Source: an optimization exercise on an open RTL-to-GDS flow (aim: small area). Production flows keep margins and buffers that such runs may drop. In this exercise RTL edits were held to simulation tests only and were not proved equivalent to the original. No activity file was given, so power comes from the tool's default toggle rates.

==> trial 30: inputs <==
Design ElevatorController, start of the top module:
module ElevatorController
  (
   input         clk,
   input         reset,
   input [11:0]  newRealFloorButton,
   input [9:1]   newInternalButton1,
   input [9:1]   newInternalButton2,
   input [9:1]   newInternalButton3,
   output [2:0]  currentFloor1,
   output [2:0]  currentFloor2,
   output [2:0]  currentFloor3,
   output [1:0]  currentDirection1,
   output [1:0]  currentDirection2,
   output [1:0]  currentDirection3,
   output [11:0] currentRealFloorButton,
   output [9:1]  currentInternalButton1,
   output [9:1]  currentInternalButton2,
   output [9:1]  currentInternalButton3,
   output        doorState1,
   output        doorState2,
   output        doorState3
   );
clock: 32.0 ns
lec_check: 0
abc_area: 1
cap_margin: 20
core_margin: 2
core_utilization: 45
cts_buf_list: sky130_fd_sc_hd__clkbuf_8
place_density: 0.6
setup_slack_margin: 1.5
slew_margin: 20
standard.sh (not shown) runs the stock make flow with config.mk's settings and CLKGATE_MAP_FILE= SYNTH_SCRIPT=/design/flow/synth_recipe.tcl, a recipe that flattens the netlist after the stock synthesis.
==> flow/flow/run.sh <==
#!/bin/bash
# Standard ORFS layout (the standard.sh) with these changes:
#  - ABC maps the logic for area (deepsyn + area mapping) instead of ORFS's script
#  - no half/full-adder extraction before ABC (ABC maps that logic itself)
#  - the port buffers are the smallest buffer cell
# All tool output goes to standard.log and ORFS's own logs under orfs/logs.
set -euo pipefail
here=$(pwd)
mkdir -p scripts_area
for f in "$FLOW_HOME"/scripts/*; do ln -sf "$f" scripts_area/; done
rm -f scripts_area/abc_area.script scripts_area/abc_speed.script
cp flow/abc.script scripts_area/abc_area.script
cp flow/abc.script scripts_area/abc_speed.script
export SCRIPTS_DIR=$here/scripts_area
export ADDER_MAP_FILE=
export BUFFER_PORTS_ARGS="-buffer_cell sky130_fd_sc_hd__buf_1"
bash standard.sh > standard.log 2>&1
==> flow/flow/abc.script <==
strash
&get -n
&deepsyn -T 30
&put
dch -f
map -a
topo
==> inputs of build 17, as changes to trial 30 <==
==> flow/design.v (replaced) <==
`timescale 1ns / 1ps
module ElevatorController
  (
   input         clk,
   input         reset,
   input [11:0]  newRealFloorButton,
   input [9:1]   newInternalButton1,
   input [9:1]   newInternalButton2,
   input [9:1]   newInternalButton3,
   output [2:0]  currentFloor1,
   output [2:0]  currentFloor2,
   output [2:0]  currentFloor3,
   output [1:0]  currentDirection1,
   output [1:0]  currentDirection2,
   output [1:0]  currentDirection3,
   output [11:0] currentRealFloorButton,
   output [9:1]  currentInternalButton1,
   output [9:1]  currentInternalButton2,
   output [9:1]  currentInternalButton3,
   output        doorState1,
   output        doorState2,
   output        doorState3
   );
   reg [1:0]     stage;
   always @(posedge clk or posedge reset)
     if (reset) stage <= 2'd0;
     else       stage <= stage + 2'd1;
   wire          enDir  = (stage == 2'd0);
   wire          enDoor = (stage == 2'd1);
   wire          enBtn  = (stage == 2'd2);
   wire          enLift = (stage == 2'd3);
   reg [12:1]    unused;
   reg           p12, p13, p23;
   wire [13:0]   B1, B2, B3;
   wire [2:0]    F1 = currentFloor1, F2 = currentFloor2, F3 = currentFloor3;
   wire [13:0]   newExt = {1'b0, newRealFloorButton, 1'b0};
   wire [13:0]   U = {1'b0, unused, 1'b0};
   wire          gt12 = F1 > F2, gt23 = F2 > F3, gt31 = F3 > F1;
   wire          eq12 = F1 == F2, eq23 = F2 == F3, eq31 = F3 == F1;
   wire          gt21 = ~gt12 & ~eq12, gt32 = ~gt23 & ~eq23, gt13 = ~gt31 & ~eq31;
   wire          distinct = ~eq12 & ~eq23 & ~eq31;
   wire          cyc = distinct & (gt12 ^ gt23 ^ gt31);
   reg [13:0]    n1, n2, n3, uo;
   reg           q12, q13, q23;
   reg           c1, c2, c3, w1u, w2u, w3u, w1d, w2d, w3d;
   reg           aU, aD, g1u, g2u, g3u, g1d, g2d, g3d, g1, g2, g3;
   reg           sU, sD, wh, fr;
   integer       b;
   always @* begin
      q12 = p12; q13 = p13; q23 = p23;
      n1 = 14'b0; n2 = 14'b0; n3 = 14'b0; uo = 14'b0;
      for (b = 1; b <= 7; b = b + 1) begin
         c1 = F1 <= b; c2 = F2 <= b; c3 = F3 <= b;
         w1u = c1 & (~c2 | gt12 | (eq12 & q12)) & (~c3 | gt13 | (eq31 & q13));
         w2u = c2 & (~c1 | gt21 | (eq12 & ~q12)) & (~c3 | gt23 | (eq23 & q23));
         w3u = c3 & (~c1 | gt31 | (eq31 & ~q13)) & (~c2 | gt32 | (eq23 & ~q23));
         if ((~c1 & ~c2 & ~c3) | (cyc & c1 & c2 & c3)) begin
            w1u = 1'b1; w2u = 1'b0; w3u = 1'b0;
         end
         c1 = F1 >= b; c2 = F2 >= b; c3 = F3 >= b;
         w1d = c1 & (~c2 | gt21 | (eq12 & q12)) & (~c3 | gt31 | (eq31 & q13));
         w2d = c2 & (~c1 | gt12 | (eq12 & ~q12)) & (~c3 | gt32 | (eq23 & q23));
         w3d = c3 & (~c1 | gt13 | (eq31 & ~q13)) & (~c2 | gt23 | (eq23 & ~q23));
         if ((~c1 & ~c2 & ~c3) | (~cyc & distinct & c1 & c2 & c3)) begin
            w1d = 1'b1; w2d = 1'b0; w3d = 1'b0;
         end
         sU = (w1u & (F1 == b)) | (w2u & (F2 == b)) | (w3u & (F3 == b));
         sD = (w1d & (F1 == b)) | (w2d & (F2 == b)) | (w3d & (F3 == b));
         aU = 1'b0;
         if (b < 7) begin
            wh = newExt[2*b-1] | B1[2*b-1] | B2[2*b-1] | B3[2*b-1] | U[2*b-1];
            fr = newExt[2*b-1] | U[2*b-1];
            aU = sU ? wh : fr;
         end
         g1u = w1u & aU; g2u = w2u & aU; g3u = w3u & aU;
         aD = 1'b0;
         if (b > 1) begin
            wh = newExt[2*b-2] | B1[2*b-2] | B2[2*b-2] | B3[2*b-2] | U[2*b-2];
            fr = newExt[2*b-2] | U[2*b-2];
            aD = ~aU & (sD ? wh : fr);
         end
         g1d = w1d & aD; g2d = w2d & aD; g3d = w3d & aD;
         if (b < 7) begin
            n1[2*b-1] = (B1[2*b-1] | g1u) & ~(g2u | g3u);
            n2[2*b-1] = (B2[2*b-1] | g2u) & ~(g1u | g3u);
            n3[2*b-1] = (B3[2*b-1] | g3u) & ~(g1u | g2u);
            uo[2*b-1] = (newExt[2*b-1] | U[2*b-1] | B1[2*b-1] | B2[2*b-1] | B3[2*b-1]) &
                        ~(n1[2*b-1] | n2[2*b-1] | n3[2*b-1]);
         end
         if (b > 1) begin
            n1[2*b-2] = (B1[2*b-2] | g1d) & ~(g2d | g3d);
            n2[2*b-2] = (B2[2*b-2] | g2d) & ~(g1d | g3d);
            n3[2*b-2] = (B3[2*b-2] | g3d) & ~(g1d | g2d);
            uo[2*b-2] = (newExt[2*b-2] | U[2*b-2] | B1[2*b-2] | B2[2*b-2] | B3[2*b-2]) &
                        ~(n1[2*b-2] | n2[2*b-2] | n3[2*b-2]);
         end
         g1 = g1u | g1d; g2 = g2u | g2d; g3 = g3u | g3d;
         q12 = g1 ? 1'b0 : (g2 ? 1'b1 : q12);
         q13 = g1 ? 1'b0 : (g3 ? 1'b1 : q13);
         q23 = g2 ? 1'b0 : (g3 ? 1'b1 : q23);
      end
   end
   always @(posedge clk) begin
      if (reset) begin
         unused <= 12'b0;
         p12 <= 1'b1; p13 <= 1'b1; p23 <= 1'b1;
      end else begin
         unused <= uo[12:1];
         p12 <= q12; p13 <= q13; p23 <= q23;
      end
   end
   assign currentRealFloorButton = n1[12:1] | n2[12:1] | n3[12:1] | unused;
   Car car1(clk, reset, enDir, enDoor, enBtn, enLift, n1, newInternalButton1,
            currentFloor1, currentDirection1, doorState1, B1, currentInternalButton1);
   Car car2(clk, reset, enDir, enDoor, enBtn, enLift, n2, newInternalButton2,
            currentFloor2, currentDirection2, doorState2, B2, currentInternalButton2);
   Car car3(clk, reset, enDir, enDoor, enBtn, enLift, n3, newInternalButton3,
            currentFloor3, currentDirection3, doorState3, B3, currentInternalButton3);
endmodule  
module Car
  (
   input             clk,
   input             reset,
   input             enDir,
   input             enDoor,
   input             enBtn,
   input             enLift,
   input [13:0]      fb,         
   input [9:1]       newInt,
   output reg [2:0]  floor,
   output reg [1:0]  dir,        
   output reg        door,
   output [13:0]     hallReg,
   output [9:1]      ibCur
   );
   reg [12:1]        hall;
   reg [9:1]         ib;
   reg [2:0]         dcnt;
   reg [3:0]         lcnt;
   reg               move;
   assign hallReg = {1'b0, hall, 1'b0};
   assign ibCur = ib | newInt;
   wire [7:1]        fbUp = {1'b0, fb[11], fb[9], fb[7], fb[5], fb[3], fb[1]};
   wire [7:1]        fbDn = {fb[12], fb[10], fb[8], fb[6], fb[4], fb[2], 1'b0};
   wire [7:1]        calls = ibCur[7:1] | fbUp | fbDn;
   reg [7:1]         here, above, below;
   integer           f;
   always @* begin
      for (f = 1; f <= 7; f = f + 1) begin
         here[f] = floor == f;
         above[f] = floor < f;
         below[f] = floor > f;
      end
   end
   wire              upper = |(calls & above);
   wire              lower = |(calls & below);
   wire              hUp = |(fbUp & here);
   wire              hDn = |(fbDn & here);
   wire              ibHere = |(ibCur[7:1] & here);
   always @(posedge clk or posedge reset)
     if (reset)
       dir <= 2'b00;
     else if (enDir & ~move & ~door)
       dir <= {upper & ~(dir[0] & lower), lower & (dir[0] | ~upper)};
   wire              openReq = ibHere | (hUp & ~dir[0]) | (hDn & ~dir[1]);
   always @(posedge clk or posedge reset)
     if (reset) begin
        door <= 1'b0;
        dcnt <= 3'd0;
     end else if (move) begin
        door <= 1'b0;
        dcnt <= 3'd0;
     end else if (enDoor) begin
        if (openReq) begin
           door <= 1'b1;
           dcnt <= 3'd5;
        end else if (dcnt == 3'd0)
          door <= 1'b0;
        else if (ibCur[9])
          dcnt <= 3'd5;
        else if (ibCur[8])
          dcnt <= 3'd0;
        else
          dcnt <= dcnt - 3'd1;
     end
   wire              bOpen = enBtn & door;
   wire [7:1]        clrDn = {7{bOpen & ~dir[1]}} & here;
   wire [7:1]        clrUp = {7{bOpen}} & here & ({7{dir[1]}} | ({7{~dir[0]}} & ~fbDn));
   wire [7:1]        clrI = {7{enBtn & (door | ~move)}} & here;
   wire [12:1]       clrH = {clrDn[7], clrUp[6], clrDn[6], clrUp[5], clrDn[5], clrUp[4],
                             clrDn[4], clrUp[3], clrDn[3], clrUp[2], clrDn[2], clrUp[1]};
   always @(posedge clk or posedge reset)
     if (reset) begin
        hall <= 12'b0;
        ib <= 9'b0;
     end else begin
        hall <= fb[12:1] & ~clrH;
        ib <= ibCur & ~{enBtn & (door | move), enBtn & ~door, clrI};
     end
   always @(posedge clk or posedge reset)
     if (reset) begin
        floor <= 3'd1;
        move <= 1'b0;
        lcnt <= 4'd0;
     end else if (enLift) begin
        if (lcnt == 4'd0) begin
           if (door | move) begin
              move <= 1'b0;
              lcnt <= 4'd10;
           end else if (dir[1] & (floor != 3'd7)) begin
              floor <= floor + 3'd1;
              move <= 1'b1;
              lcnt <= 4'd10;
           end else if (dir[0] & (floor != 3'd1)) begin
              floor <= floor - 3'd1;
              move <= 1'b1;
              lcnt <= 4'd10;
           end
        end else
          lcnt <= lcnt - 4'd1;
     end
endmodule  
==> flow/run.sh (new file) <==
#!/bin/bash
# synth_recipe.tcl (not shown) runs the flow's synth.tcl, then flattens the netlist and writes it again
# the make line also repeats each setting of config.mk as NAME=value (left out here)
make -C /OpenROAD-flow-scripts/flow DESIGN_CONFIG=/design/flow/config.mk WORK_HOME=/design/flow/orfs CLKGATE_MAP_FILE= SYNTH_SCRIPT=/design/flow/synth_recipe.tcl finish
Settings changed: ABC_AREA 1 to not set, CTS_BUF_LIST sky130_fd_sc_hd__clkbuf_8 to not set.
removed: flow/flow/run.sh
removed: flow/flow/abc.script
removed: flow/standard.sh
==> summary.txt <==
- Via count: build 17 is larger than trial 30 (49%).
- Of trial 30 and build 17, build 17 has the higher clock skew (gap 4.5 ps).
- Against trial 30, the design area of build 17 is larger by about 50%.
- Between build 17 and trial 30, the lower sequential cell count is in trial 30 (gap 7).
- Between build 17 and trial 30, the lower clock power is in trial 30 (gap about 50%, measured against trial 30).
- In trial 30 the cell count is smaller than in build 17, by about 21%.
- Of build 17 and trial 30, build 17 has the higher first-iteration DRC count (gap 99%, measured against trial 30).
- In build 17 the critical path depth is lower than in trial 30, by 7.
- Of build 17 and trial 30, build 17 has the higher non-clock buffer count (gap 16).
- Of build 17 and trial 30, build 17 has the higher area after synthesis (gap 48%, measured against trial 30).
- Of trial 30 and build 17, build 17 has the higher wire length (gap about 40%, measured against build 17).

[port drivers added, routing unchanged]
How much do the figures lean on ideal ports? The routed layouts below were timed once more, with nothing changed but the port constraints.
Step 1, drivers: a clkbuf_16 drives clk and a buf_2 each remaining input, both assumed.
Step 2 moves the port delays by t, midway between the first and last clock arrival at a register: inputs arrive t later, outputs are due t later. That takes back most of the time a late clock gives input paths.
a / b / c = ideal ports / drivers / drivers and shift; a / b = the first two.
| run | t (ns) | setup WS [ns] | worst data-port slew with drivers (ns) |
|---|---|---|---|
| trial 30 | 0.498 | 12.704 / 12.684 / 12.684 | 0.04 |
| build 17 | 0.486 | 7.952 / 7.927 / 7.927 | 0.05 |
After both steps every run listed still meets setup and hold. For build 17, which loses most, drivers alone change the setup slack by -0.025 ns; drivers and shift together by -0.025 ns.
